Context: an optimization exercise on an open-source flow, tuned for small area and a short achievable clock period. The choices shown serve that exercise and are no tape-out recipe.
RTL that was checked went through simulation tests only; none was proved equivalent to the original.
For runs 3 to 5, only the layout was checked, not whether the RTL still works.
The clock port is modelled as an ideal driver; clocking choices that lean on that would not hold on a real chip.
Power figures rest on the tool's default switching activity, not on a simulated workload.

$ cat design/flow/config.mk
export PLATFORM = sky130hd
export DESIGN_NAME = adatreceive
export DESIGN_NICKNAME = adatreceive
export VERILOG_FILES = /design/flow/design.v
export SDC_FILE = /design/flow/constraint.sdc
export NUM_CORES = 4
export LEC_CHECK = 0
export CAP_MARGIN = 20
export CORE_MARGIN = 2
export CORE_UTILIZATION = 60
export CTS_CLUSTER_DIAMETER = 60
export CTS_CLUSTER_SIZE = 30
export SETUP_SLACK_MARGIN = 1.2
export SLEW_MARGIN = 20
$ cat design/flow/constraint.sdc
create_clock -name core_clock -period 2.7 [get_ports {clk8x}]
set_input_delay 0.5400 -clock core_clock [delete_from_list [all_inputs] [get_ports {clk8x}]]
set_output_delay 0.5400 -clock core_clock [all_outputs]
set_load 0.01 [all_outputs]
$ cat design/flow/design.v
`timescale 1ns / 1ps
module adatreclock(clk, rst, sdi, sample, sample_valid);
	input wire clk;
	input wire rst;
	input wire sdi;
	output wire sample;
	output reg sample_valid;
	reg d1, d2;
	reg [2:0] sample_timer;
	wire edge_detected = d1 ^ d2;
	assign sample = d2;
	always @ (posedge clk) begin
		if (rst) begin
			d1 <= 1'b0;
			d2 <= 1'b0;
			sample_timer <= 3'b0;
			sample_valid <= 1'b0;
		end
		else begin
			d1 <= sdi;
			d2 <= d1;
			if (edge_detected)
				sample_timer <= 3'b0;
			else
				sample_timer <= sample_timer + 3'd1;
			sample_valid <= !edge_detected && (sample_timer == 3'd3);
		end
	end
endmodule
`timescale 1ns / 1ps
module adatreceive(clk8x, rst, sdi, frame_sync, bit_sync,
	ch1, ch2, ch3, ch4,
	ch5, ch6, ch7, ch8);
	input wire clk8x;
	input wire rst;
	input wire sdi;
	output reg frame_sync;
	output wire bit_sync;
	output reg [23:0] ch1;
	output reg [23:0] ch2;
	output reg [23:0] ch3;
	output reg [23:0] ch4;
	output reg [23:0] ch5;
	output reg [23:0] ch6;
	output reg [23:0] ch7;
	output reg [23:0] ch8;
	reg [7:0] bitpos;
	reg [9:0] hist_hi;
	reg [18:0] hist_lo;
	wire [28:0] shiftreg = {hist_hi, hist_lo};
	reg prevbit;
	wire [23:0] sample;
	wire [23:0] rsample;
	wire [23:0] ldval;
	wire sdi_reclocked;
	wire found_sync_pattern;
	assign sample[23:20] = shiftreg[28:25];
	assign sample[19:16] = shiftreg[23:20];
	assign sample[15:12] = shiftreg[18:15];
	assign sample[11:8]  = shiftreg[13:10];
	assign sample[7:4]   = shiftreg[8:5];
	assign sample[3:0]   = shiftreg[3:0];
	genvar i;
	generate
		for (i = 0; i < 24; i = i + 1) begin
			assign rsample[i] = sample[23-i];
		end
	endgenerate
	assign ldval = rst ? 24'd0 : rsample;
	adatreclock reclocker(
		.clk(clk8x),
		.rst(rst),
		.sdi(sdi),
		.sample(sdi_reclocked),
		.sample_valid(bit_sync)
	);
	assign found_sync_pattern =
		(shiftreg[28:19] == 10'b0000000000);
	reg [7:0] ld_q;
	wire [7:0] ld_next;
	assign ld_next[0] = ~found_sync_pattern & (bitpos == 8'd33);
	assign ld_next[1] = ~found_sync_pattern & (bitpos == 8'd63);
	assign ld_next[2] = ~found_sync_pattern & (bitpos == 8'd93);
	assign ld_next[3] = ~found_sync_pattern & (bitpos == 8'd123);
	assign ld_next[4] = ~found_sync_pattern & (bitpos == 8'd153);
	assign ld_next[5] = ~found_sync_pattern & (bitpos == 8'd183);
	assign ld_next[6] = ~found_sync_pattern & (bitpos == 8'd213);
	assign ld_next[7] = ~found_sync_pattern & (bitpos == 8'd243);
	wire ld1 = rst | ld_q[0];
	wire ld2 = rst | ld_q[1];
	wire ld3 = rst | ld_q[2];
	wire ld4 = rst | ld_q[3];
	wire ld5 = rst | ld_q[4];
	wire ld6 = rst | ld_q[5];
	wire ld7 = rst | ld_q[6];
	wire ld8 = rst | ld_q[7];
	always @ (posedge clk8x) begin
		if (bit_sync)
			hist_lo <= {hist_hi[0], hist_lo[18:1]};
	end
	always @ (posedge clk8x) begin
		if (ld1) ch1 <= ldval;
		if (ld2) ch2 <= ldval;
		if (ld3) ch3 <= ldval;
		if (ld4) ch4 <= ldval;
		if (ld5) ch5 <= ldval;
		if (ld6) ch6 <= ldval;
		if (ld7) ch7 <= ldval;
		if (ld8) ch8 <= ldval;
	end
	always @ (posedge clk8x) begin
		if (rst) begin
			frame_sync <= 1'b0;
			bitpos <= 8'd0;
			hist_hi <= 10'h3ff;
			prevbit <= 1'b0;
			ld_q <= 8'd0;
		end
		else begin
			frame_sync <= bit_sync & found_sync_pattern;
			if (bit_sync) begin
				prevbit <= sdi_reclocked;
				ld_q <= ld_next;
				hist_hi <= {sdi_reclocked ^ prevbit, hist_hi[9:1]};
				if (found_sync_pattern)
					bitpos <= 8'd0;
				else
					bitpos <= bitpos + 8'd1;
			end
		end
	end
endmodule
$ cat design/flow/flow/run.sh
#!/bin/bash
# Own layout flow: the standard ORFS layout, with one change to clock tree
# synthesis (cts_hook.tcl): the intermediate levels of TritonCTS's tree are
# removed, so the leaf buffers hang directly on the root buffer's net. The tree
# stays balanced (every register is two buffers from the clock port).
# Port buffers start as buf_1 (the smallest buffer) instead of clkdlybuf4s50_1.
# After global placement each output port buffer is moved next to the
# register that drives it, as a buf_2 kept at that size (place_hook.tcl).
set -euo pipefail
here=$(pwd)
export PRE_CTS_TCL=$here/flow/cts_hook.tcl
export BUFFER_PORTS_ARGS="-buffer_cell sky130_fd_sc_hd__buf_1"
export POST_GLOBAL_PLACE_TCL=$here/flow/place_hook.tcl
bash standard.sh > "$here/standard_flow.log" 2>&1
$ cat design/flow/flow/cts_hook.tcl
# Wrap clock_tree_synthesis: after TritonCTS builds its tree, remove the
# buffers between the root buffer and the leaf (cluster) buffers, and hang
# the leaf buffers directly on the net their removed driver was driven by.
rename clock_tree_synthesis tritoncts_clock_tree_synthesis
proc clock_tree_synthesis { args } {
  tritoncts_clock_tree_synthesis {*}$args
  set block [ord::get_db_block]
  for { set level 1 } { $level < 10 } { incr level } {
    foreach inst [$block getInsts] {
      set name [$inst getName]
      if { ![string match "clkbuf_${level}_*" $name] } { continue }
      set in [[$inst findITerm A] getNet]
      set out [[$inst findITerm X] getNet]
      foreach it [$out getITerms] {
        if { [$it getInst] ne $inst } {
          $it disconnect
          $it connect $in
        }
      }
      odb::dbInst_destroy $inst
      odb::dbNet_destroy $out
      puts "cts_hook: removed $name"
    }
  }
}
$ cat design/flow/flow/place_hook.tcl
# After global placement: put each output port buffer on the spot of the
# register (or gate) that drives it, so that the register sees only the
# buffer's input and the buffer drives the wire to the port. The buffer is
# made a buf_2 and kept at that size and place by marking it don't-touch
# (detailed placement still legalizes it next to its driver).
set block [ord::get_db_block]
set db [ord::get_db]
set buf2 [$db findMaster sky130_fd_sc_hd__buf_2]
set moved 0
foreach inst [$block getInsts] {
  if { ![string match "output*" [$inst getName]] } { continue }
  set net [[$inst findITerm A] getNet]
  if { $net eq "NULL" } { continue }
  foreach it [$net getITerms] {
    if { [$it isOutputSignal] } {
      set loc [[$it getInst] getLocation]
      $inst swapMaster $buf2
      $inst setLocation [lindex $loc 0] [lindex $loc 1]
      $inst setDoNotTouch 1
      incr moved
      break
    }
  }
}
puts "place_hook: moved $moved output buffers to their drivers"
$ cat design/flow/standard.sh
#!/bin/bash
# synth_recipe.tcl (not shown) runs the flow's synth.tcl, then flattens the netlist and writes it again
# the make line also repeats each setting of config.mk as NAME=value (left out here)
make -C /OpenROAD-flow-scripts/flow DESIGN_CONFIG=/design/flow/config.mk WORK_HOME=/design/flow/orfs CLKGATE_MAP_FILE= SYNTH_SCRIPT=/design/flow/synth_recipe.tcl "${@:-finish}"
==> results of run 1 <==
repair_timing:
action	in CTS	in global routing
gates cloned	1	3
pin swaps	1	3
buffers inserted	1	0
hold buffers	0	0
gates resized for setup	3	12
endpoints found under the setup margin	132	411
hold endpoints to repair	0	0
layer usage:
| metal | routed length, um | vias to the layer above |
|---|---|---|
| met5 | 0 | - |
| met2 | 8692 | 198 |
| met3 | 1454 | 29 |
| li1 | - | 1883 |
| met1 | 6724 | 2116 |
| met4 | 429 | 0 |
cell usage after synthesis (3+ instances only):
master / n / area [sq um]
sky130_fd_sc_hd__mux2i_1: 10 / 100.1
sky130_fd_sc_hd__a22o_1: 5 / 43.79
sky130_fd_sc_hd__nor2b_1: 18 / 112.6
sky130_fd_sc_hd__nor4_1: 4 / 25.02
sky130_fd_sc_hd__inv_1: 5 / 18.77
sky130_fd_sc_hd__edfxtp_1: 211 / 6336
sky130_fd_sc_hd__nor2_1: 11 / 41.29
sky130_fd_sc_hd__or3_1: 4 / 25.02
sky130_fd_sc_hd__ha_1: 4 / 50.05
sky130_fd_sc_hd__nor3_1: 3 / 15.01
sky130_fd_sc_hd__nand2_1: 14 / 52.55
sky130_fd_sc_hd__or2_2: 8 / 50.05
sky130_fd_sc_hd__clkbuf_1: 4 / 15.01
sky130_fd_sc_hd__xor2_1: 3 / 26.28
sky130_fd_sc_hd__a21oi_1: 3 / 15.01
sky130_fd_sc_hd__nand2b_1: 3 / 18.77
sky130_fd_sc_hd__a32o_1: 3 / 30.03
sky130_fd_sc_hd__o21ai_0: 4 / 20.02
sky130_fd_sc_hd__dfxtp_1: 34 / 680.7
sky130_fd_sc_hd__and2b_1: 7 / 52.55
final timing paths:
| path | startpoint | end | slack (ns) | cells past startpoint |
|---|---|---|---|---|
| setup / recovery | ch2[21] | ch2[21] | 1.18 | 1 |
| hold / removal | sdi | reclocker.d1 | 0.31 | 2 |
| setup reg to reg | bitpos[0] | bitpos[6] | 1.33 | 4 |
| hold reg to reg | hist_lo[4] | hist_lo[3] | 0.44 | 0 |
where the power goes:
part | switching [mW] | internal, mW | total, mW
sequential | 0.0355 | 4.26 | 4.30
clock | 1.22 | 0.980 | 2.20
combinational | 0.274 | 0.118 | 0.393
state kept, by name, summed over array words and instances, names as in the netlist:
name,flops
frame_sync,1
ch1,24
prevbit,1
ch5,24
bitpos,8
ch7,24
hist_lo,19
reclocker.d1,1
ch4,24
ch6,24
ch2,24
ch8,24
reclocker.sample_valid,1
reclocker.sample_timer,3
hist_hi,10
reclocker.d2,1
ch3,24
ld_q,8
layout make-up:
type | instances | area, sq um
flip-flops and latches | 245 | 7023
fillers | 820 | 3490
repair buffers | 199 | 1012
multi-input cells | 128 | 938.4
clock buffers | 14 | 339.1
well taps | 176 | 220.2
clock inverters | 8 | 96.34
inverters | 5 | 18.77
metrics by stage:
stage          instances  hold slack (ns)  utilization  total power [mW]  setup slack [ns]
3_3_place_gp         748           0.4022       0.6776             4.726            0.7820
3_5_place_dp         748           0.4081       0.6961             4.774            0.7249
6_report             775           0.3132       0.7344             6.890             1.183
5_1_grt              775           0.3373       0.7344             7.090             1.132
2_1_floorplan        384           0.3975            -             4.567             1.228
4_1_cts              772           0.2983       0.7309             6.928             1.156
placed cells by master, fill, tap and decap left out, types with 4 or more instances in the layout:
cell,Yosys,routed
sky130_fd_sc_hd__edfxtp_1,211,211
sky130_fd_sc_hd__buf_2,1,194
sky130_fd_sc_hd__dfxtp_1,34,31
sky130_fd_sc_hd__nand2_1,14,14
sky130_fd_sc_hd__clkbuf_16,0,13
sky130_fd_sc_hd__nor2b_1,18,11
sky130_fd_sc_hd__nor2_1,11,11
sky130_fd_sc_hd__mux2i_1,10,10
sky130_fd_sc_hd__or2_4,0,9
sky130_fd_sc_hd__and2b_1,7,7
sky130_fd_sc_hd__nor2b_2,0,7
sky130_fd_sc_hd__inv_1,5,5
sky130_fd_sc_hd__a22o_1,5,5
sky130_fd_sc_hd__o21ai_0,4,4
sky130_fd_sc_hd__or3_1,4,4
sky130_fd_sc_hd__nor4_1,4,4
sky130_fd_sc_hd__ha_1,4,4
logic make-up (layout without fill, tap and decap cells):
family	after synthesis	after routing	share of synthesized area
flip-flops	245	245	0.8795
AND/OR/NAND/NOR	86	90	0.06650
AO/OA/AOI/OAI	19	19	0.01866
buffers and inverters	15	226	0.01098
multiplexers	10	10	0.01255
XOR/XNOR	5	5	0.005490
adder cells (fa/ha/maj)	4	4	0.006274
==> reports/qor_table.md, run 1 <==
| Result | Reported | Unit |
|---|---|---|
| RSZ-0062 raised after global routing | yes | - |
| Worst endpoint required time | 2.16 | ns |
| Async set-or-reset flop fraction in the synthesized netlist | 0 | - |
| Leakage Power | 3.778 | nW |
| Result of the run | timing/DRC/antenna clean | - |
| Total nets after synthesis | 391 | - |
| Flip-flop cell with the highest count after synthesis | sky130_fd_sc_hd__edfxtp_1 | - |
| Detail-routed via count per cell | 5.453 | - |
| Critical Path Start Type | flop | - |
| Highest attainable clock frequency | 659.2 | MHz |
| Max-capacitance violation count | 0 | - |
| Post-DRT Antenna Nets | 0 | - |
| Worst hold-check path type | input port to flop | - |
| Arrival time worst endpoint | 0.98 | ns |
| Warnings from Yosys | 2 | - |
| Met3 Use GR | 0.07663 | - |
| Worst Skew | 0.01492 | ns |
| Post-route cell area | 9648 | sq um |
| Endpoint kind of the worst setup timing path | output pin | - |
| Post-layout min period | 1.517 | ns |
| Areal power density over the cells | 714.1 | nW/um^2 |
| Crit Path Class | flop to output pin | - |
| DPL Wire Length | 10970 | um |
| Pin count of the biggest net entering global routing | 33 | - |
| Initial core utilization | 0.6072 | - |
| Average wire per cell in the routed design | 22.32 | um |
| Cell area reported after detailed placement | 9145 | sq um |
| Number of pins with negative max-slew slack in the final report | 0 | - |
| Number of enable flip-flop cells after synthesis | 211 | - |
| Share of synthesized area occupied by flip-flops and latches | 0.8795 | - |
| Maximum fanout count along the critical path | 1 | - |
| GRT overflow | 0 | - |
| Routed via count | 4226 | - |
| Critical path buffers and inverters | 1 | - |
| Final TNS setup | 0 | ns |
| Clk Latency, worst-skew pair | 0.43 | ns |
| Cell chain of the critical path | buf_2 | - |
| Total CTS buffers | 14 | - |
| Fraction of final layout cells sized beyond drive strength 1 | 0.4174 | - |
| Headroom to the max-slew limit | 0.6458 | - |
| Number of rows in the core area | 42 | - |
| Total track usage | 0.2433 | - |
| # setup viols final | 0 | - |
| Clock edge transition at the registers on the reported setup and hold paths | 0.10 | ns |
| Post-synthesis cell area | 7978 | sq um |
| Width of the die | 119.3 | um |
| Antenna diode instance count | 0 | - |
| Critical-path cell with the highest stage delay | sky130_fd_sc_hd__edfxtp_1 | - |
| Antenna violations before repair | 0 | - |
| Critical path's largest stage delay | 0.40 | ns |
| Most used routing layer in global routing | met2 | - |
| Max rail drop VDD | 0.0006007 | V |
| CTS tree | built | - |
| Dominant delay contributor by cell family on the critical path | flip-flops | - |
| Boundary Pins | 197 | - |
| Post-Syn Instances | 384 | - |
| Aggregate routed wire length | 17300 | um |
| Number of failing hold endpoints at the final stage | 0 | - |
| Unique cell type count in the Yosys netlist | 39 | - |
| Final layout net count | 598 | - |
| Number of global-route vias before repair | 4073 | - |
| Die area | 14230 | sq um |
| Die extent in y | 119.3 | um |
| Global-route track usage on met2 | 0.4027 | - |
| Number of buffer cells added on primary ports | 196 | - |
| Detailed-route DRC error count | 0 | - |
| Initial drt markers | 384 | - |
| Wire length of the first global-routing pass | 24880 | um |
| Slew at the pin with the worst max-slew slack | 0.5302 | ns |
| Floorplan Core Area | 13140 | sq um |
| Register bit total from synthesis | 245 | - |
| Clock sink count | 245 | - |
| Share of the clock period used by the worst path | 0.5618 | - |
| Average size of a mapped cell | 20.78 | sq um |
| Area growth from synthesis to layout | 20.94 | % |
| Global-route track usage on met1 | 0.3021 | - |
| First-pass iteration count of the detailed router | 6 | - |
==> inputs of run 2 (changes only) <==
--- a/design/flow/flow/run.sh
+++ b/design/flow/flow/run.sh
@@ -6,4 +6,2 @@
 # Port buffers start as buf_1 (the smallest buffer) instead of clkdlybuf4s50_1.
-# After global placement each output port buffer is moved next to the
-# register that drives it, as a buf_2 kept at that size (place_hook.tcl).
 set -euo pipefail
@@ -12,3 +10,2 @@
 export BUFFER_PORTS_ARGS="-buffer_cell sky130_fd_sc_hd__buf_1"
-export POST_GLOBAL_PLACE_TCL=$here/flow/place_hook.tcl
 bash standard.sh > "$here/standard_flow.log" 2>&1
removed: design/flow/flow/place_hook.tcl
==> reports/qor_table.md, run 2 <==
| Result | Reported | Unit | Change |
|---|---|---|---|
| Post-DRT Antenna Nets | 0 | - | unchanged |
| Combined area of the multi-input logic cells | 930.9 | sq um | was 938.4 sq um |
| Antenna diode instance count | 0 | - | unchanged |
| Commonest cells after routing, fill and taps aside | 211 x sky130_fd_sc_hd__edfxtp_1, 97 x sky130_fd_sc_hd__clkbuf_2, 94 x sky130_fd_sc_hd__buf_1 | - | was 211 x sky130_fd_sc_hd__edfxtp_1, 194 x sky130_fd_sc_hd__buf_2, 31 x sky130_fd_sc_hd__dfxtp_1 |
| Footprint of the flip-flops and latches | 7023 | sq um | unchanged |
| Initial core utilization | 0.6072 | - | unchanged |
| Post-synthesis cell area | 7978 | sq um | unchanged |
| Number of pins with negative max-slew slack in the final report | 0 | - | unchanged |
| Width of the die | 119.3 | um | unchanged |
| Detail-routed via count per cell | 5.289 | - | was 5.453 |
| Critical Path Start Type | flop | - | unchanged |
| GRT overflow | 0 | - | unchanged |
| Number of buffer cells added on primary ports | 196 | - | unchanged |
| Maximum fanout count along the critical path | 1 | - | unchanged |
| Average wire per cell in the routed design | 20.74 | um | was 22.32 um |
| Cell depth of the worst setup path | 1 | - | unchanged |
| Total nets after synthesis | 391 | - | unchanged |
| Flip-flop cell with the highest count after synthesis | sky130_fd_sc_hd__edfxtp_1 | - | unchanged |
| RSZ-0062 raised after global routing | yes | - | unchanged |
| Antenna violations before repair | 0 | - | unchanged |
| Number of failing hold endpoints at the final stage | 0 | - | unchanged |
| Total track usage | 0.2231 | - | was 0.2433 |
| Total CTS buffers | 13 | - | was 14 |
| Critical Path Source | ch5[2] | - | was ch2[21] |
| Beginning of the worst hold path | sdi | - | unchanged |
| # setup viols final | 0 | - | unchanged |
| Die area | 14230 | sq um | unchanged |
| Worst hold-check path type | input port to flop | - | unchanged |
| Area growth from synthesis to layout | 18.18 | % | was 20.94% |
| Critical path's largest stage delay | 0.45 | ns | was 0.40 ns |
| Final design utilization | 0.7176 | - | was 0.7344 |
| Number of rows in the core area | 42 | - | unchanged |
| Clk Latency, worst-skew pair | 0.41 | ns | was 0.43 ns |
| Areal power density over the cells | 696.2 | nW/um^2 | was 714.1 nW/um^2 |
| Number of global-route vias before repair | 3864 | - | was 4073 |
| Share of the clock period used by the worst path | 0.5725 | - | was 0.5618 |
| Most repeated cell in the gate-level netlist after synthesis | sky130_fd_sc_hd__edfxtp_1 | - | unchanged |
| Arrival time worst endpoint | 1.01 | ns | was 0.98 ns |
| Dominant delay contributor by cell family on the critical path | flip-flops | - | unchanged |
| Floorplan Core Area | 13140 | sq um | unchanged |
| Final TNS setup | 0 | ns | unchanged |
| Startpoint of the lowest-slack register-to-register path | bitpos[0] | - | unchanged |
| DPL Wire Length | 9840 | um | was 10970 um |
| Slew at the pin with the worst max-slew slack | 0.5568 | ns | was 0.5302 ns |
| Max rail drop VDD | 0.0005703 | V | was 0.0006007 V |
| Critical-path cell with the highest stage delay | sky130_fd_sc_hd__edfxtp_1 | - | unchanged |
| Clock sink count | 245 | - | unchanged |
| Post-Syn Instances | 384 | - | unchanged |
| Final layout net count | 597 | - | was 598 |
| Max-capacitance violation count | 0 | - | unchanged |
| Result of the run | timing/DRC/antenna clean | - | unchanged |
| Headroom to the max-slew limit | 0.6281 | - | was 0.6458 |
| Fraction of final layout cells sized beyond drive strength 1 | 0.2538 | - | was 0.4174 |
| Average size of a mapped cell | 20.78 | sq um | unchanged |
| Boundary Pins | 197 | - | unchanged |
| R2r worst-path depth | 4 | - | unchanged |
| Wire length of the first global-routing pass | 22650 | um | was 24880 um |
| Crit Path Class | flop to output pin | - | unchanged |
| Leakage Power | 3.454 | nW | was 3.778 nW |
| Endpoint kind of the worst setup timing path | output pin | - | unchanged |
| Most common library cell in the layout ignoring fill and taps | sky130_fd_sc_hd__edfxtp_1 | - | unchanged |
| Register bit total from synthesis | 245 | - | unchanged |
| Cell taking the most area after synthesis | sky130_fd_sc_hd__edfxtp_1 | - | unchanged |
| Worst Skew | 0.01389 | ns | was 0.01492 ns |
| Post-route cell area | 9428 | sq um | was 9648 sq um |
| Most instantiated cells after synthesis | 211 x sky130_fd_sc_hd__edfxtp_1, 34 x sky130_fd_sc_hd__dfxtp_1, 18 x sky130_fd_sc_hd__nor2b_1, 14 x sky130_fd_sc_hd__nand2_1, 11 x sky130_fd_sc_hd__nor2_1 | - | unchanged |
| Aggregate routed wire length | 15990 | um | was 17300 um |
| Post-layout min period | 1.546 | ns | was 1.517 ns |
| Number of stages on the worst hold path | 2 | - | unchanged |
| Cell chain of the critical path | buf_1 | - | was buf_2 |
| Critical path buffers and inverters | 1 | - | unchanged |
| PnR Total Power | 6.564 | mW | was 6.890 mW |
| Number of enable flip-flop cells after synthesis | 211 | - | unchanged |
| Die extent in y | 119.3 | um | unchanged |
| Pin count of the biggest net entering global routing | 34 | - | was 33 |
| Unique cell type count in the Yosys netlist | 39 | - | unchanged |
| Cell types with the largest area share after synthesis | sky130_fd_sc_hd__edfxtp_1 79%, sky130_fd_sc_hd__dfxtp_1 8.5%, sky130_fd_sc_hd__nor2b_1 1.4% | - | unchanged |
| Placer's final routability congestion estimate | 0.7384 | - |  |
| Async set-or-reset flop fraction in the synthesized netlist | 0 | - | unchanged |
| Routed via count | 4078 | - | was 4226 |
| Area fraction of the dominant cell type after synthesis | 0.7942 | - | unchanged |
| Clock edge transition at the registers on the reported setup and hold paths | 0.10 | ns | about the same |
| Warnings from Yosys | 2 | - | unchanged |
| Detailed-route DRC error count | 0 | - | unchanged |
| Share of synthesized area occupied by flip-flops and latches | 0.8795 | - | unchanged |
| Cell area reported after detailed placement | 8902 | sq um | was 9145 sq um |
| CTS tree | built | - | unchanged |
| Filler cell count in the final layout | 888 | - | was 820 |
| First-pass iteration count of the detailed router | 4 | - | was 6 |
| Initial drt markers | 383 | - | was 384 |
| Worst hold margin | 0.3338 | ns | was 0.3132 ns |
| Worst endpoint required time | 2.16 | ns | about the same |
| Highest attainable clock frequency | 646.9 | MHz | was 659.2 MHz |
-- run 2: cell counts after synthesis --
Identical to the previous run, type by type.
-- run 2: repair_timing --
| item | in CTS | in global routing |
|---|---|---|
| gates resized for setup | 6 | 107 |
| setup buffers | 2 | 0 |
| endpoints found under the setup margin | 114 | 341 |
| hold buffers | 0 | 0 |
| cloned | 2 | 1 |
| pin swaps | 2 | 0 |
-- run 2: cell families (layout without fill, tap and decap cells) --
| logic type | after synthesis | count (layout) | share of synthesized area |
|---|---|---|---|
| AOI/OAI and AO/OA | 19 | 19 | 0.01866 |
| xor gates and xnor gates | 5 | 5 | 0.005490 |
| adders and majority gates | 4 | 4 | 0.006274 |
| buffers and inverters | 15 | 223 | 0.01098 |
| DFF | 245 | 245 | 0.8795 |
| muxes | 10 | 10 | 0.01255 |
| and+or+nand+nor | 86 | 89 | 0.06650 |
-- run 2: routing by layer --
layer,vias to the layer above,GRT usage,wire length (um)
li1,1870,-,-
met1,2038,0.2960,6425
met2,152,0.3736,8292
met3,18,0.04933,1021
met4,0,0.07206,248
met5,-,0,0
-- run 2: layout make-up --
type	count	share of cell area
Multi-Input combinational cell	127	0.09874
Tap cell	176	0.02336
Sequential cell	245	0.7449
Timing Repair Buffer	200	0.09502
Inverter	5	0.001991
Clock inverter	7	0.006768
Clock buffer	11	0.02920
-- run 2: final timing paths --
check	to	slack [ns]
max	ch5[2]	1.15
min	reclocker.d1	0.33
min reg2reg	hist_lo[3]	0.42
max reg2reg	bitpos[6]	1.33
-- run 2: stage by stage --
stage / cells / worst slack [ns]
global route: 771 / 1.138
CTS: 770 / 1.145
global placement: 748 / 0.7820
detailed placement: 748 / 0.7265
floorplan: 384 / 1.228
finish: 771 / 1.154
-- run 2: worst register-to-register path, delay by kind of cell, from the launching register on --
kind                       cells  cell delay [ns]
and+or+nand+nor                2             0.61
adders and majority gates      1             0.20
DFF                            1             0.38
AOI/OAI and AO/OA              1             0.13
-- run 2: power by group --
group          total (mW)  switching (mW)  internal (mW)
clock                1.90            1.11          0.793
sequential           4.32          0.0532           4.26
combinational       0.347           0.249         0.0983
total                6.56            1.41           5.16
==> inputs of run 3 (changes only) <==
--- a/design/flow/design.v
+++ b/design/flow/design.v
@@ -38,10 +38,10 @@
 	output wire bit_sync;
-	output reg [23:0] ch1;
-	output reg [23:0] ch2;
-	output reg [23:0] ch3;
-	output reg [23:0] ch4;
-	output reg [23:0] ch5;
-	output reg [23:0] ch6;
-	output reg [23:0] ch7;
-	output reg [23:0] ch8;
+	output wire [23:0] ch1;
+	output wire [23:0] ch2;
+	output wire [23:0] ch3;
+	output wire [23:0] ch4;
+	output wire [23:0] ch5;
+	output wire [23:0] ch6;
+	output wire [23:0] ch7;
+	output wire [23:0] ch8;
 	reg [7:0] bitpos;
@@ -88,10 +88,12 @@
 	assign ld_next[7] = ~found_sync_pattern & (bitpos == 8'd243);
-	wire ld1 = rst | ld_q[0];
-	wire ld2 = rst | ld_q[1];
-	wire ld3 = rst | ld_q[2];
-	wire ld4 = rst | ld_q[3];
-	wire ld5 = rst | ld_q[4];
-	wire ld6 = rst | ld_q[5];
-	wire ld7 = rst | ld_q[6];
-	wire ld8 = rst | ld_q[7];
+	wire [7:0] ld = ld_q | {8{rst}};
+	wire [7:0] ldn = ~ld;
+	adatrx_hold #(.W(24)) chreg1 (.clk(clk8x), .ld(ld[0]), .ldn(ldn[0]), .d(ldval), .q(ch1));
+	adatrx_hold #(.W(24)) chreg2 (.clk(clk8x), .ld(ld[1]), .ldn(ldn[1]), .d(ldval), .q(ch2));
+	adatrx_hold #(.W(24)) chreg3 (.clk(clk8x), .ld(ld[2]), .ldn(ldn[2]), .d(ldval), .q(ch3));
+	adatrx_hold #(.W(24)) chreg4 (.clk(clk8x), .ld(ld[3]), .ldn(ldn[3]), .d(ldval), .q(ch4));
+	adatrx_hold #(.W(24)) chreg5 (.clk(clk8x), .ld(ld[4]), .ldn(ldn[4]), .d(ldval), .q(ch5));
+	adatrx_hold #(.W(24)) chreg6 (.clk(clk8x), .ld(ld[5]), .ldn(ldn[5]), .d(ldval), .q(ch6));
+	adatrx_hold #(.W(24)) chreg7 (.clk(clk8x), .ld(ld[6]), .ldn(ldn[6]), .d(ldval), .q(ch7));
+	adatrx_hold #(.W(24)) chreg8 (.clk(clk8x), .ld(ld[7]), .ldn(ldn[7]), .d(ldval), .q(ch8));
 	always @ (posedge clk8x) begin
@@ -99,12 +101,2 @@
 			hist_lo <= {hist_hi[0], hist_lo[18:1]};
-	end
-	always @ (posedge clk8x) begin
-		if (ld1) ch1 <= ldval;
-		if (ld2) ch2 <= ldval;
-		if (ld3) ch3 <= ldval;
-		if (ld4) ch4 <= ldval;
-		if (ld5) ch5 <= ldval;
-		if (ld6) ch6 <= ldval;
-		if (ld7) ch7 <= ldval;
-		if (ld8) ch8 <= ldval;
 	end
@@ -132 +124,10 @@
 endmodule
+module adatrx_hold #(parameter W = 24) (clk, ld, ldn, d, q);
+	input wire clk;
+	input wire ld;
+	input wire ldn;
+	input wire [W-1:0] d;
+	output reg [W-1:0] q;
+	always @ (posedge clk)
+		q <= ({W{ld}} & d) | ({W{ldn}} & q);
+endmodule
--- a/design/flow/config.mk
+++ b/design/flow/config.mk
@@ -14 +14,2 @@
 export SLEW_MARGIN = 20
+export SYNTH_HIERARCHICAL = 1
==> reports/qor_table.md, run 3 <==
| Result | Reported | Unit | Change |
|---|---|---|---|
| Headroom to the max-slew limit | 0.3725 | - | was 0.6281 |
| Pin count of the biggest net entering global routing | 33 | - | was 34 |
| DPL Wire Length | 13950 | um | was 9840 um |
| Critical Path Start Type | flop | - | unchanged |
| Endpoint kind of the worst setup timing path | output pin | - | unchanged |
| Wire length of the first global-routing pass | 31260 | um | was 22650 um |
| Critical path buffers and inverters | 1 | - | unchanged |
| Width of the die | 120.5 | um | was 119.3 um |
| Cell chain of the critical path | buf_2 | - | was buf_1 |
| Flip-flop cell with the highest count after synthesis | sky130_fd_sc_hd__dfxtp_1 | - | was sky130_fd_sc_hd__edfxtp_1 |
| Critical-path cell with the highest stage delay | sky130_fd_sc_hd__dfxtp_1 | - | was sky130_fd_sc_hd__edfxtp_1 |
| Critical path's largest stage delay | 0.38 | ns | was 0.45 ns |
| Post-Syn Instances | 615 | - | was 384 |
| Number of rows in the core area | 42 | - | unchanged |
| Areal power density over the cells | 721.8 | nW/um^2 | was 696.2 nW/um^2 |
| # setup viols final | 0 | - | unchanged |
| Beginning of the worst hold path | sdi | - | unchanged |
| R2r worst-path depth | 2 | - | was 4 |
| Max rail drop VDD | 0.0006837 | V | was 0.0005703 V |
| Max-capacitance violation count | 0 | - | unchanged |
| Number of failing hold endpoints at the final stage | 0 | - | unchanged |
| Register bit total from synthesis | 245 | - | unchanged |
| Post-layout min period | 1.494 | ns | was 1.546 ns |
| Most repeated cell in the gate-level netlist after synthesis | sky130_fd_sc_hd__dfxtp_1 | - | was sky130_fd_sc_hd__edfxtp_1 |
| Worst Skew | 0.03083 | ns | was 0.01389 ns |
| RSZ-0062 raised after global routing | no | - | was yes |
| Worst hold-check path type | input port to flop | - | unchanged |
| Sequential cell fraction of total power | 0.577 | - | was 0.658 |
| Final TNS setup | 0 | ns | unchanged |
| Number of stages on the worst hold path | 2 | - | unchanged |
| Detail-routed via count per cell | 6.097 | - | was 5.289 |
| Area fraction of the dominant cell type after synthesis | 0.5555 | - | was 0.7942 |
| PnR Total Power | 7.009 | mW | was 6.564 mW |
| Arrival time worst endpoint | 0.95 | ns | was 1.01 ns |
| Average wire per cell in the routed design | 21.98 | um | was 20.74 um |
| Post-DRT Antenna Nets | 0 | - | unchanged |
| Highest attainable clock frequency | 669.3 | MHz | was 646.9 MHz |
| Final layout net count | 816 | - | was 597 |
| Least setup slack across all paths after layout | 1.206 | ns | was 1.154 ns |
| Number of global-route vias before repair | 5484 | - | was 3864 |
| Aggregate routed wire length | 21830 | um | was 15990 um |
| Share of synthesized area occupied by flip-flops and latches | 0.6255 | - | was 0.8795 |
| Die area | 14520 | sq um | was 14230 sq um |
| Clock edge transition at the registers on the reported setup and hold paths | 0.10 | ns | about the same |
| Setup slack of the worst register-to-register path | 1.26 | ns | was 1.33 ns |
| Most common library cell in the layout ignoring fill and taps | sky130_fd_sc_hd__a22o_1 | - | was sky130_fd_sc_hd__edfxtp_1 |
| Placer's final routability congestion estimate | 0.8265 | - | was 0.7384 |
| Switching power total | 1.767 | mW | was 1.408 mW |
| Routed via count | 6054 | - | was 4078 |
| Number of enable flip-flop cells after synthesis | 19 | - | was 211 |
| Total track usage | 0.2827 | - | was 0.2231 |
| Cell types with the largest area share after synthesis | sky130_fd_sc_hd__dfxtp_1 56%, sky130_fd_sc_hd__a22o_1 18%, sky130_fd_sc_hd__edfxtp_1 7.0% | - | was sky130_fd_sc_hd__edfxtp_1 79%, sky130_fd_sc_hd__dfxtp_1 8.5%, sky130_fd_sc_hd__nor2b_1 1.4% |
| Clk Latency, worst-skew pair | 0.44 | ns | was 0.41 ns |
| Internal Dissipation | 5.242 | mW | was 5.156 mW |
| Number of buffer cells added on primary ports | 196 | - | unchanged |
| CTS tree | built | - | unchanged |
| Reg-to-reg critical path endpoint | chreg1.q[9] | - | was bitpos[6] |
| Area growth from synthesis to layout | 19.22 | % | was 18.18% |
| Fraction of final layout cells sized beyond drive strength 1 | 0.4590 | - | was 0.2538 |
| Switching part of the total | 0.2521 | - | was 0.2145 |
| Slew at the pin with the worst max-slew slack | 0.9393 | ns | was 0.5568 ns |
| Unique cell type count in the Yosys netlist | 41 | - | was 39 |
| Crit Path Class | flop to output pin | - | unchanged |
| Share of the clock period used by the worst path | 0.5534 | - | was 0.5725 |
| Number of pins with negative max-slew slack in the final report | 0 | - | unchanged |
| Commonest cells after routing, fill and taps aside | 166 x sky130_fd_sc_hd__a22o_1, 142 x sky130_fd_sc_hd__dfxtp_1, 89 x sky130_fd_sc_hd__buf_2 | - | was 211 x sky130_fd_sc_hd__edfxtp_1, 97 x sky130_fd_sc_hd__clkbuf_2, 94 x sky130_fd_sc_hd__buf_1 |
| Detailed-route DRC error count | 0 | - | unchanged |
| Total CTS buffers | 14 | - | was 13 |
| Async set-or-reset flop fraction in the synthesized netlist | 0 | - | unchanged |
| Warnings from Yosys | 9 | - | was 2 |
| Share of total power in combinational logic | 0.108 | - | was 0.053 |
| Antenna diode instance count | 0 | - | unchanged |
| Average size of a mapped cell | 13.24 | sq um | was 20.78 sq um |
| Post-synthesis cell area | 8145 | sq um | was 7978 sq um |
| Floorplan Core Area | 13240 | sq um | was 13140 sq um |
| Boundary Pins | 197 | - | unchanged |
| Startpoint of the lowest-slack register-to-register path | hist_lo[17] | - | was bitpos[0] |
| Result of the run | timing/DRC/antenna clean | - | unchanged |
| Dominant delay contributor by cell family on the critical path | flip-flops | - | unchanged |
| Proportion of power drawn by the clock network | 0.314 | - | was 0.289 |
| Post-placement setup slack | 0.3061 | ns | was 0.7265 ns |
| Die extent in y | 120.5 | um | was 119.3 um |
| Initial drt markers | 552 | - | was 383 |
| Initial core utilization | 0.6151 | - | was 0.6072 |
| GRT overflow | 0 | - | unchanged |
| Clock sink count | 245 | - | unchanged |
| Most instantiated cells after synthesis | 226 x sky130_fd_sc_hd__dfxtp_1, 166 x sky130_fd_sc_hd__a22o_1, 35 x sky130_fd_sc_hd__nor2b_1, 33 x sky130_fd_sc_hd__buf_6, 32 x sky130_fd_sc_hd__a22o_2 | - | was 211 x sky130_fd_sc_hd__edfxtp_1, 34 x sky130_fd_sc_hd__dfxtp_1, 18 x sky130_fd_sc_hd__nor2b_1, 14 x sky130_fd_sc_hd__nand2_1, 11 x sky130_fd_sc_hd__nor2_1 |
| First-pass iteration count of the detailed router | 5 | - | was 4 |
| Cell taking the most area after synthesis | sky130_fd_sc_hd__dfxtp_1 | - | was sky130_fd_sc_hd__edfxtp_1 |
| Total nets after synthesis | 622 | - | was 391 |
| Leakage Power | 4.304 | nW | was 3.454 nW |
| Antenna violations before repair | 0 | - | unchanged |
| Worst endpoint required time | 2.16 | ns | about the same |
| Maximum fanout count along the critical path | 2 | - | was 1 |
| Hold EP | reclocker.d1 | - | unchanged |
## run 3: metal layers
metal  up-vias  routed length (um)  GRT usage
met5         -                   0          0
met4         0                 462     0.1010
met3        32                1410    0.05094
met2       265               10490     0.4456
met1      3027                9471     0.3931
li1       2730                   -          -
## run 3: worst max-delay path by stage
stage          depth (start not counted)      endpoint  slack (ns)          from
3_5_place_dp                           4  chreg4.q[23]        0.31           rst
4_1_cts                                4   chreg4.q[1]        1.15           rst
2_1_floorplan                          5  chreg1.q[21]        1.21           rst
6_report                               1        ch6[3]        1.21   chreg6.q[3]
5_1_grt                                1       ch6[16]        1.18  chreg6.q[16]
3_3_place_gp                           4  chreg4.q[23]        0.32           rst
## run 3: cell type report
| class | count | area [sq um] |
|---|---|---|
| Multi-Input combinational cell | 323 | 2708 |
| Clock inverter | 7 | 63.81 |
| Clock buffer | 15 | 364.1 |
| Sequential cell | 245 | 5202 |
| Inverter | 13 | 48.80 |
| Tap cell | 176 | 220.2 |
| Timing Repair Buffer | 214 | 1104 |
| Fill cell | 985 | 3532 |
## run 3: power by group through the flow
| stage | clock (mW) | combinational (mW) | sequential, mW |
|---|---|---|---|
| 2_1_floorplan | 0 | 0.354 | 4.18 |
| 3_5_place_dp | 0 | 0.671 | 4.11 |
| 3_3_place_gp | 0 | 0.660 | 4.10 |
| 6_report | 2.20 | 0.760 | 4.05 |
| 4_1_cts | 2.22 | 0.716 | 4.03 |
| 5_1_grt | 2.35 | 0.815 | 4.07 |
## run 3: modules after synthesis (local to each module, per instance), a selection
module       cells  area (sq um)  flip-flops and latches  copies in the design
adatreclock     16         195.2                       6                     1
adatreceive    183          2024                      47                     1
## run 3: kinds of logic after synthesis
logic type,Yosys count,synth area share
flip-flops,245,0.6255
AO/OA/AOI/OAI,222,0.2404
AND/OR/NAND/NOR,83,0.06375
buffers and inverters,55,0.05760
XOR/XNOR,5,0.005377
adder cells (fa/ha/maj),4,0.006145
multiplexers,1,0.001229
## run 3: per-stage QoR
stage / std cells / utilization / hold slack [ns] / cell area, sq um
floorplan: 615 / - / 0.4003 / 8148
global placement: 955 / 0.6614 / 0.4032 / 8758
detailed placement: 955 / 0.6614 / 0.4068 / 8758
CTS: 984 / 0.7132 / 0.3166 / 9444
global route: 993 / 0.7333 / 0.3472 / 9711
finish: 993 / 0.7333 / 0.3361 / 9711
## run 3: what timing repair did
action                                  4_1_cts  5_1_grt
gates cloned                                  2        6
buffers inserted                              5        3
gates resized for setup                     142      149
hold buffers                                  0        0
endpoints found under the setup margin      289      313
pin swaps                                     3        6
==> inputs of run 4 (changes only) <==
--- a/design/flow/flow/run.sh
+++ b/design/flow/flow/run.sh
@@ -6,2 +6,4 @@
 # Port buffers start as buf_1 (the smallest buffer) instead of clkdlybuf4s50_1.
+# After global placement each output port buffer is moved next to the
+# register that drives it, as a buf_2 kept at that size (place_hook.tcl).
 set -euo pipefail
@@ -10,2 +12,3 @@
 export BUFFER_PORTS_ARGS="-buffer_cell sky130_fd_sc_hd__buf_1"
+export POST_GLOBAL_PLACE_TCL=$here/flow/place_hook.tcl
 bash standard.sh > "$here/standard_flow.log" 2>&1
==> design/flow/flow/place_hook.tcl (new file) <==
# After global placement: put each output port buffer on the spot of the
# register (or gate) that drives it, so that the register sees only the
# buffer's input and the buffer drives the wire to the port. The buffer is
# made a buf_2 and kept at that size and place by marking it don't-touch
# (detailed placement still legalizes it next to its driver).
set block [ord::get_db_block]
set db [ord::get_db]
set buf2 [$db findMaster sky130_fd_sc_hd__buf_2]
set moved 0
foreach inst [$block getInsts] {
  if { ![string match "output*" [$inst getName]] } { continue }
  set net [[$inst findITerm A] getNet]
  if { $net eq "NULL" } { continue }
  foreach it [$net getITerms] {
    if { [$it isOutputSignal] } {
      set loc [[$it getInst] getLocation]
      $inst swapMaster $buf2
      $inst setLocation [lindex $loc 0] [lindex $loc 1]
      $inst setDoNotTouch 1
      incr moved
      break
    }
  }
}
puts "place_hook: moved $moved output buffers to their drivers"
--- a/design/flow/config.mk
+++ b/design/flow/config.mk
@@ -12,3 +12,3 @@
 export CTS_CLUSTER_SIZE = 30
-export SETUP_SLACK_MARGIN = 1.2
+export SETUP_SLACK_MARGIN = 1.3
 export SLEW_MARGIN = 20
==> reports/qor_table.md, run 4 <==
| Result | Reported | Unit | Change |
|---|---|---|---|
| Result of the run | timing/DRC/antenna clean | - | unchanged |
| Number of rows in the core area | 42 | - | unchanged |
| Total CTS buffers | 15 | - | was 14 |
| Clock sink count | 245 | - | unchanged |
| Area growth from synthesis to layout | 31.14 | % | was 19.22% |
| Worst Skew | 0.01805 | ns | was 0.03083 ns |
| Post-Synth Simple-Gate Area | 0.06375 | - | unchanged |
| Number of global-route vias before repair | 6273 | - | was 5484 |
| Commonest cells after routing, fill and taps aside | 194 x sky130_fd_sc_hd__buf_2, 193 x sky130_fd_sc_hd__dfxtp_2, 166 x sky130_fd_sc_hd__a22o_1 | - | was 166 x sky130_fd_sc_hd__a22o_1, 142 x sky130_fd_sc_hd__dfxtp_1, 89 x sky130_fd_sc_hd__buf_2 |
| Post-synthesis cell area | 8145 | sq um | unchanged |
| Routed via count | 6575 | - | was 6054 |
| Share of the clock period used by the worst path | 0.5448 | - | was 0.5534 |
| Critical path's largest stage delay | 0.36 | ns | was 0.38 ns |
| Wire length of the first global-routing pass | 36430 | um | was 31260 um |
| Cell taking the most area after synthesis | sky130_fd_sc_hd__dfxtp_1 | - | unchanged |
| CTS tree | built | - | unchanged |
| Final layout net count | 913 | - | was 816 |
| Mux contribution to synthesized area | 0.001229 | - | unchanged |
| Number of failing hold endpoints at the final stage | 0 | - | unchanged |
| Area fraction of the dominant cell type after synthesis | 0.5555 | - | unchanged |
| Average wire per cell in the routed design | 21.99 | um | was 21.98 um |
| Number of enable flip-flop cells after synthesis | 19 | - | unchanged |
| Cell chain of the critical path | buf_2 | - | unchanged |
| Detailed-route DRC error count | 0 | - | unchanged |
| Floorplan Core Area | 13240 | sq um | unchanged |
| Leakage Power | 4.942 | nW | was 4.304 nW |
| Flip-flop cell with the highest count after synthesis | sky130_fd_sc_hd__dfxtp_1 | - | unchanged |
| Async set-or-reset flop fraction in the synthesized netlist | 0 | - | unchanged |
| DPL Wire Length | 14630 | um | was 13950 um |
| Maximum fanout count along the critical path | 2 | - | unchanged |
| Number of pins with negative max-slew slack in the final report | 0 | - | unchanged |
| Number of buffer cells added on primary ports | 196 | - | unchanged |
| Critical-path cell with the highest stage delay | sky130_fd_sc_hd__dfxtp_2 | - | was sky130_fd_sc_hd__dfxtp_1 |
| Initial core utilization | 0.6151 | - | unchanged |
| Pin count of the biggest net entering global routing | 32 | - | was 33 |
| Boundary Pins | 197 | - | unchanged |
| Critical path buffers and inverters | 1 | - | unchanged |
| # setup viols final | 0 | - | unchanged |
| Areal power density over the cells | 678.9 | nW/um^2 | was 721.8 nW/um^2 |
| Initial drt markers | 648 | - | was 552 |
| Final TNS setup | 0 | ns | unchanged |
| Average size of a mapped cell | 13.24 | sq um | unchanged |
| Register bit total from synthesis | 245 | - | unchanged |
| Max-capacitance violation count | 0 | - | unchanged |
| Most common library cell in the layout ignoring fill and taps | sky130_fd_sc_hd__buf_2 | - | was sky130_fd_sc_hd__a22o_1 |
| Die extent in y | 120.5 | um | unchanged |
| XOR/XNOR share of the synthesized area | 0.005376 | - | unchanged |
| Clock edge transition at the registers on the reported setup and hold paths | 0.09 | ns | was 0.10 ns |
| Post-layout min period | 1.471 | ns | was 1.494 ns |
| Least setup slack across all paths after layout | 1.229 | ns | was 1.206 ns |
| Cell types with the largest area share after synthesis | sky130_fd_sc_hd__dfxtp_1 56%, sky130_fd_sc_hd__a22o_1 18%, sky130_fd_sc_hd__edfxtp_1 7.0% | - | unchanged |
| Worst endpoint required time | 2.16 | ns | about the same |
| Aggregate routed wire length | 23970 | um | was 21830 um |
| Slew at the pin with the worst max-slew slack | 0.7967 | ns | was 0.9393 ns |
| Crit Path Class | flop to output pin | - | unchanged |
| Antenna diode instance count | 0 | - | unchanged |
| Share of synthesized area occupied by flip-flops and latches | 0.6255 | - | unchanged |
| Max rail drop VDD | 0.0004655 | V | was 0.0006837 V |
| Detail-routed via count per cell | 6.032 | - | was 6.097 |
| Headroom to the max-slew limit | 0.4678 | - | was 0.3725 |
| RSZ-0062 raised after global routing | yes | - | was no |
| Dominant delay contributor by cell family on the critical path | flip-flops | - | unchanged |
| First-pass iteration count of the detailed router | 5 | - | unchanged |
| Unique cell type count in the Yosys netlist | 41 | - | unchanged |
| Fraction of final layout cells sized beyond drive strength 1 | 0.6761 | - | was 0.4590 |
| Post-synthesis compound-gate area fraction | 0.2404 | - | unchanged |
| Post-Syn Instances | 615 | - | unchanged |
| Antenna violations before repair | 0 | - | unchanged |
| Worst hold-check path type | input port to flop | - | unchanged |
| Dominant combinational cell family by area after synthesis | compound AO/OA/AOI/OAI gates | - | unchanged |
| Die area | 14520 | sq um | unchanged |
| Most repeated cell in the gate-level netlist after synthesis | sky130_fd_sc_hd__dfxtp_1 | - | unchanged |
| Post-DRT Antenna Nets | 0 | - | unchanged |
| Total track usage | 0.3281 | - | was 0.2827 |
| Width of the die | 120.5 | um | unchanged |
| Total nets after synthesis | 622 | - | unchanged |
| Post-placement setup slack | 0.4864 | ns | was 0.3061 ns |
| Arrival time worst endpoint | 0.93 | ns | was 0.95 ns |
| Critical Path Start Type | flop | - | unchanged |
| Highest attainable clock frequency | 679.9 | MHz | was 669.3 MHz |
| Hold buffer count at cts | 0 | - | unchanged |
| Most instantiated cells after synthesis | 226 x sky130_fd_sc_hd__dfxtp_1, 166 x sky130_fd_sc_hd__a22o_1, 35 x sky130_fd_sc_hd__nor2b_1, 33 x sky130_fd_sc_hd__buf_6, 32 x sky130_fd_sc_hd__a22o_2 | - | unchanged |
| GRT overflow | 0 | - | unchanged |
| Clk Latency, worst-skew pair | 0.43 | ns | was 0.44 ns |
| Post-synthesis adder-cell area fraction | 0.006144 | - | unchanged |
| Endpoint kind of the worst setup timing path | output pin | - | unchanged |
| Warnings from Yosys | 9 | - | unchanged |
run 4: cell counts after synthesis:
Identical to the previous run, type by type.
run 4: metrics by stage:
| step | util | cells | power [mW] | hold slack (ns) | instance area [sq um] |
|---|---|---|---|---|---|
| after global placement | 0.6606 | 952 | 4.760 | 0.4068 | 8748 |
| after detailed placement | 0.6789 | 952 | 4.843 | 0.4092 | 8991 |
| after floorplan | - | 615 | 4.535 | 0.4003 | 8163 |
| after CTS | 0.7868 | 1065 | 7.177 | 0.3071 | 10420 |
| after global routing | 0.8066 | 1090 | 7.479 | 0.3225 | 10680 |
| final | 0.8066 | 1090 | 7.251 | 0.3178 | 10680 |
run 4: metal layers:
metal | up-vias | part of all wire | GRT usage
li1 | 2914 | - | -
met1 | 3234 | 0.40 | 0.4319
met2 | 383 | 0.49 | 0.5237
met3 | 44 | 0.088 | 0.08491
met4 | 0 | 0.027 | 0.1214
met5 | - | 0 | 0
run 4: cell type report:
cell class / instances / area, sq um
well taps: 176 / 220.2
inverters: 13 / 68.82
flip-flops and latches: 245 / 5348
fillers: 842 / 2561
clock inverters: 8 / 73.82
repair buffers: 313 / 1872
multi-input cells: 320 / 2746
clock buffers: 15 / 352.8
run 4: report_power, final:
| part | switching [mW] | internal (mW) | total (mW) |
|---|---|---|---|
| Combinational | 0.512 | 0.467 | 0.979 |
| Sequential | 0.117 | 3.92 | 4.04 |
| Clock | 1.25 | 0.990 | 2.24 |
| Total | 1.87 | 5.38 | 7.25 |
run 4: what timing repair did:
action | CTS | global route
endpoints found under the setup margin | 397 | 356
buffers inserted | 85 | 25
gates resized for setup | 225 | 21
pin swaps | 6 | 4
gates cloned | 5 | 0
run 4: path summary, 6_finish.rpt:
check	startpoint	end	slack (ns)	depth (start not counted)
min reg2reg	hist_lo[14]	hist_lo[13]	0.43	0
min	sdi	reclocker.d1	0.32	2
max	chreg4.q[5]	ch4[5]	1.23	1
max reg2reg	hist_hi[6]	ld_q[7]	1.31	3
run 4: cells by family after synthesis:
kind of cell | Yosys count
AO/OA/AOI/OAI | 222
XOR/XNOR | 5
adder cells (fa/ha/maj) | 4
buffers and inverters | 55
flip-flops | 245
multiplexers | 1
AND/OR/NAND/NOR | 83
run 4: per-module statistics from Yosys (local to each module, per instance), a selection:
module / flops+latches / copies in the design / area, sq um / cells
adatreceive: 47 / 1 / 2024 / 183
adatreclock: 6 / 1 / 195.2 / 16
run 4: worst reg2reg max path, cell delays in order (launching register included):
cell,delay (ns)
sky130_fd_sc_hd__dfxtp_1,0.36
sky130_fd_sc_hd__nor4_4,0.46
sky130_fd_sc_hd__a311oi_2,0.23
sky130_fd_sc_hd__a22o_1,0.24
==> inputs of run 5 (changes only) <==
--- a/design/flow/config.mk
+++ b/design/flow/config.mk
@@ -12,3 +12,3 @@
 export CTS_CLUSTER_SIZE = 30
-export SETUP_SLACK_MARGIN = 1.3
+export SETUP_SLACK_MARGIN = 1.2
 export SLEW_MARGIN = 20
==> reports/qor_table.md, run 5 <==
| Result | Reported | Unit | Change |
|---|---|---|---|
| Result of the run | timing/DRC/antenna clean | - | unchanged |
| Cell taking the most area after synthesis | sky130_fd_sc_hd__dfxtp_1 | - | unchanged |
| Max rail drop VDD | 0.0005372 | V | was 0.0004655 V |
| Routed via count | 6000 | - | was 6575 |
| Headroom to the max-slew limit | 0.3750 | - | was 0.4678 |
| Number of global-route vias before repair | 5450 | - | was 6273 |
| Aggregate routed wire length | 22500 | um | was 23970 um |
| Cell area reported after detailed placement | 9001 | sq um | was 8991 sq um |
| Leakage Power | 4.369 | nW | was 4.942 nW |
| Detail-routed via count per cell | 6.067 | - | was 6.032 |
| Boundary Pins | 197 | - | unchanged |
| Register bit total from synthesis | 245 | - | unchanged |
| Arrival time worst endpoint | 0.95 | ns | was 0.93 ns |
| Total track usage | 0.2921 | - | was 0.3281 |
| Initial core utilization | 0.6151 | - | unchanged |
| Clock sink count | 245 | - | unchanged |
| Flip-flop cell with the highest count after synthesis | sky130_fd_sc_hd__dfxtp_1 | - | unchanged |
| DPL Wire Length | 14690 | um | was 14630 um |
| Most instantiated cells after synthesis | 226 x sky130_fd_sc_hd__dfxtp_1, 166 x sky130_fd_sc_hd__a22o_1, 35 x sky130_fd_sc_hd__nor2b_1, 33 x sky130_fd_sc_hd__buf_6, 32 x sky130_fd_sc_hd__a22o_2 | - | unchanged |
| First-pass iteration count of the detailed router | 5 | - | unchanged |
| Initial drt markers | 492 | - | was 648 |
| Highest attainable clock frequency | 672.4 | MHz | was 679.9 MHz |
| Post-layout min period | 1.487 | ns | was 1.471 ns |
| Number of failing hold endpoints at the final stage | 0 | - | unchanged |
| RSZ-0062 raised after global routing | yes | - | unchanged |
| Clk Latency, worst-skew pair | 0.44 | ns | was 0.43 ns |
| Total nets after synthesis | 622 | - | unchanged |
| Pin count of the biggest net entering global routing | 32 | - | unchanged |
| Most common library cell in the layout ignoring fill and taps | sky130_fd_sc_hd__buf_2 | - | unchanged |
| CTS tree | built | - | unchanged |
| Critical-path cell with the highest stage delay | sky130_fd_sc_hd__dfxtp_1 | - | was sky130_fd_sc_hd__dfxtp_2 |
| Die extent in y | 120.5 | um | unchanged |
| Post-DRT Antenna Nets | 0 | - | unchanged |
| Worst hold-check path type | input port to flop | - | unchanged |
| Fraction of final layout cells sized beyond drive strength 1 | 0.4416 | - | was 0.6761 |
| Post-synthesis cell area | 8145 | sq um | unchanged |
| Commonest cells after routing, fill and taps aside | 194 x sky130_fd_sc_hd__buf_2, 176 x sky130_fd_sc_hd__dfxtp_1, 166 x sky130_fd_sc_hd__a22o_1 | - | was 194 x sky130_fd_sc_hd__buf_2, 193 x sky130_fd_sc_hd__dfxtp_2, 166 x sky130_fd_sc_hd__a22o_1 |
| Critical path buffers and inverters | 1 | - | unchanged |
| Width of the die | 120.5 | um | unchanged |
| Dominant delay contributor by cell family on the critical path | flip-flops | - | unchanged |
| Average wire per cell in the routed design | 22.75 | um | was 21.99 um |
| Average size of a mapped cell | 13.24 | sq um | unchanged |
| Maximum fanout count along the critical path | 2 | - | unchanged |
| Antenna violations before repair | 0 | - | unchanged |
| Slew at the pin with the worst max-slew slack | 0.9356 | ns | was 0.7967 ns |
| Share of the clock period used by the worst path | 0.5509 | - | was 0.5448 |
| Worst endpoint required time | 2.16 | ns | about the same |
| Number of enable flip-flop cells after synthesis | 19 | - | unchanged |
| Post-route cell area | 9664 | sq um | was 10680 sq um |
| Warnings from Yosys | 9 | - | unchanged |
| Max-capacitance violation count | 0 | - | unchanged |
| Critical Path Source | chreg1.q[12] | - | was chreg4.q[5] |
| Crit Path Class | flop to output pin | - | unchanged |
| Most repeated cell in the gate-level netlist after synthesis | sky130_fd_sc_hd__dfxtp_1 | - | unchanged |
| Detailed-route DRC error count | 0 | - | unchanged |
| Number of rows in the core area | 42 | - | unchanged |
| Areal power density over the cells | 730.7 | nW/um^2 | was 678.9 nW/um^2 |
| Async set-or-reset flop fraction in the synthesized netlist | 0 | - | unchanged |
| Number of pins with negative max-slew slack in the final report | 0 | - | unchanged |
| Endpoint kind of the worst setup timing path | output pin | - | unchanged |
| Final TNS setup | 0 | ns | unchanged |
| Area growth from synthesis to layout | 18.65 | % | was 31.14% |
| Die area | 14520 | sq um | unchanged |
| Unique cell type count in the Yosys netlist | 41 | - | unchanged |
| Cell chain of the critical path | buf_2 | - | unchanged |
| Startpoint of the lowest-slack register-to-register path | bitpos[0] | - | was hist_hi[6] |
| Worst Skew | 0.02335 | ns | was 0.01805 ns |
| Cell types with the largest area share after synthesis | sky130_fd_sc_hd__dfxtp_1 56%, sky130_fd_sc_hd__a22o_1 18%, sky130_fd_sc_hd__edfxtp_1 7.0% | - | unchanged |
| Floorplan Core Area | 13240 | sq um | unchanged |
| Wire length of the first global-routing pass | 32280 | um | was 36430 um |
| Post-Syn Instances | 615 | - | unchanged |
| Share of synthesized area occupied by flip-flops and latches | 0.6255 | - | unchanged |
| GRT overflow | 0 | - | unchanged |
| Clock edge transition at the registers on the reported setup and hold paths | 0.11 | ns | was 0.09 ns |
| Critical Path Start Type | flop | - | unchanged |
| Final design utilization | 0.7298 | - | was 0.8066 |
| Critical path's largest stage delay | 0.36 | ns | about the same |
| Beginning of the worst hold path | sdi | - | unchanged |
| Hold buffer count at cts | 0 | - | unchanged |
| Final layout net count | 812 | - | was 913 |
| Antenna diode instance count | 0 | - | unchanged |
| Total CTS buffers | 14 | - | was 15 |
| Filler cell count in the final layout | 1003 | - | was 842 |
| # setup viols final | 0 | - | unchanged |
| Area fraction of the dominant cell type after synthesis | 0.5555 | - | unchanged |
| Number of buffer cells added on primary ports | 196 | - | unchanged |
## run 5: cell counts after synthesis
No cell type changed its count.
## run 5: repair_timing
action / CTS / global route
pin swaps: 2 / 8
endpoints found under the setup margin: 204 / 241
gates cloned: 1 / 7
resized for setup: 31 / 51
buffers inserted: 1 / 3
## run 5: final timing paths
path              slack, ns  cells after the start           end
setup / recovery       1.21                      1       ch1[12]
hold / removal         0.32                      2  reclocker.d1
setup reg to reg       1.25                      4     bitpos[6]
hold reg to reg        0.43                      0    hist_lo[3]
## run 5: logic make-up after synthesis
| group | Yosys count | share of synthesized area |
|---|---|---|
| flip-flops | 245 | 0.6255 |
| AO/OA/AOI/OAI | 222 | 0.2404 |
| AND/OR/NAND/NOR | 83 | 0.06375 |
| buffers and inverters | 55 | 0.05760 |
| XOR/XNOR | 5 | 0.005377 |
| adder cells (fa/ha/maj) | 4 | 0.006145 |
| multiplexers | 1 | 0.001229 |
## run 5: per-stage QoR
stage	worst slack (ns)	std cells	hold slack (ns)	power, mW
floorplan	1.212	615	0.4003	4.533
global placement	0.3223	955	0.4032	4.760
detailed placement	0.3034	955	0.4051	4.839
CTS	1.175	979	0.3095	7.059
global route	1.182	989	0.3317	7.298
finish	1.213	989	0.3213	7.062
## run 5: layout make-up
cell class                      count  area (sq um)  share of cell area
Clock inverter                      9         107.6             0.01113
Clock buffer                       13         325.3             0.03366
Sequential cell                   245          5160              0.5339
Inverter                           13         48.80            0.005049
Tap cell                          176         220.2             0.02279
Multi-Input combinational cell    323          2708              0.2802
Timing Repair Buffer              210          1095              0.1133
## run 5: report_power, final
group	switching, mW	internal, mW	total, mW	leakage (nW)
Sequential	0.120	3.89	4.01	2.06
Combinational	0.456	0.339	0.795	2.10
Clock	1.17	1.09	2.26	0.211
## run 5: per-layer routing
metal  vias up  part of all wire  GRT usage
met4         0             0.029     0.1061
li1       2708                 -          -
met2       267              0.47     0.4477
met5         -                 0          0
met1      2982              0.42     0.4009
met3        43             0.073    0.07689
## run 5: modules after synthesis, one instance, submodules excluded, a selection
module	cells	copies in the design	flip-flops and latches	cell area, sq um
adatreclock	16	1	6	195.2
adatreceive	183	1	47	2024

## afterwards: timing with drivers on the ports
How much do the figures lean on ideal ports? The routed layouts below were timed once more, with nothing changed but the port constraints. Step 1: set_driving_cell puts a clkbuf_16 on clk8x and a buf_2 on each other input, an assumption about the parent block. Step 2 times the ports against the registers' clock, not the clock port: input delays grow and output delays shrink by t, the midpoint of the rising clock arrivals with the driver on. Slacks: ideal ports / drivers / drivers and shift; pairs: ideal ports / drivers.
| run | shift t [ns] | setup slack, ns | worst setup path at the end |
|---|---|---|---|
| run 1 | 0.458 | 1.183 / 1.144 / 0.922 | input to register |
| run 2 | 0.442 | 1.154 / 1.115 / 0.921 | input to register |
| run 3 | 0.462 | 1.206 / 1.166 / 0.848 | input to register |
| run 4 | 0.462 | 1.229 / 1.189 / 0.958 | input to register |
| run 5 | 0.467 | 1.213 / 1.169 / 0.839 | input to register |
After both steps setup and hold are still met in every run listed. For run 5, which loses most, drivers alone change the setup slack by -0.044 ns; drivers and shift together by -0.374 ns.
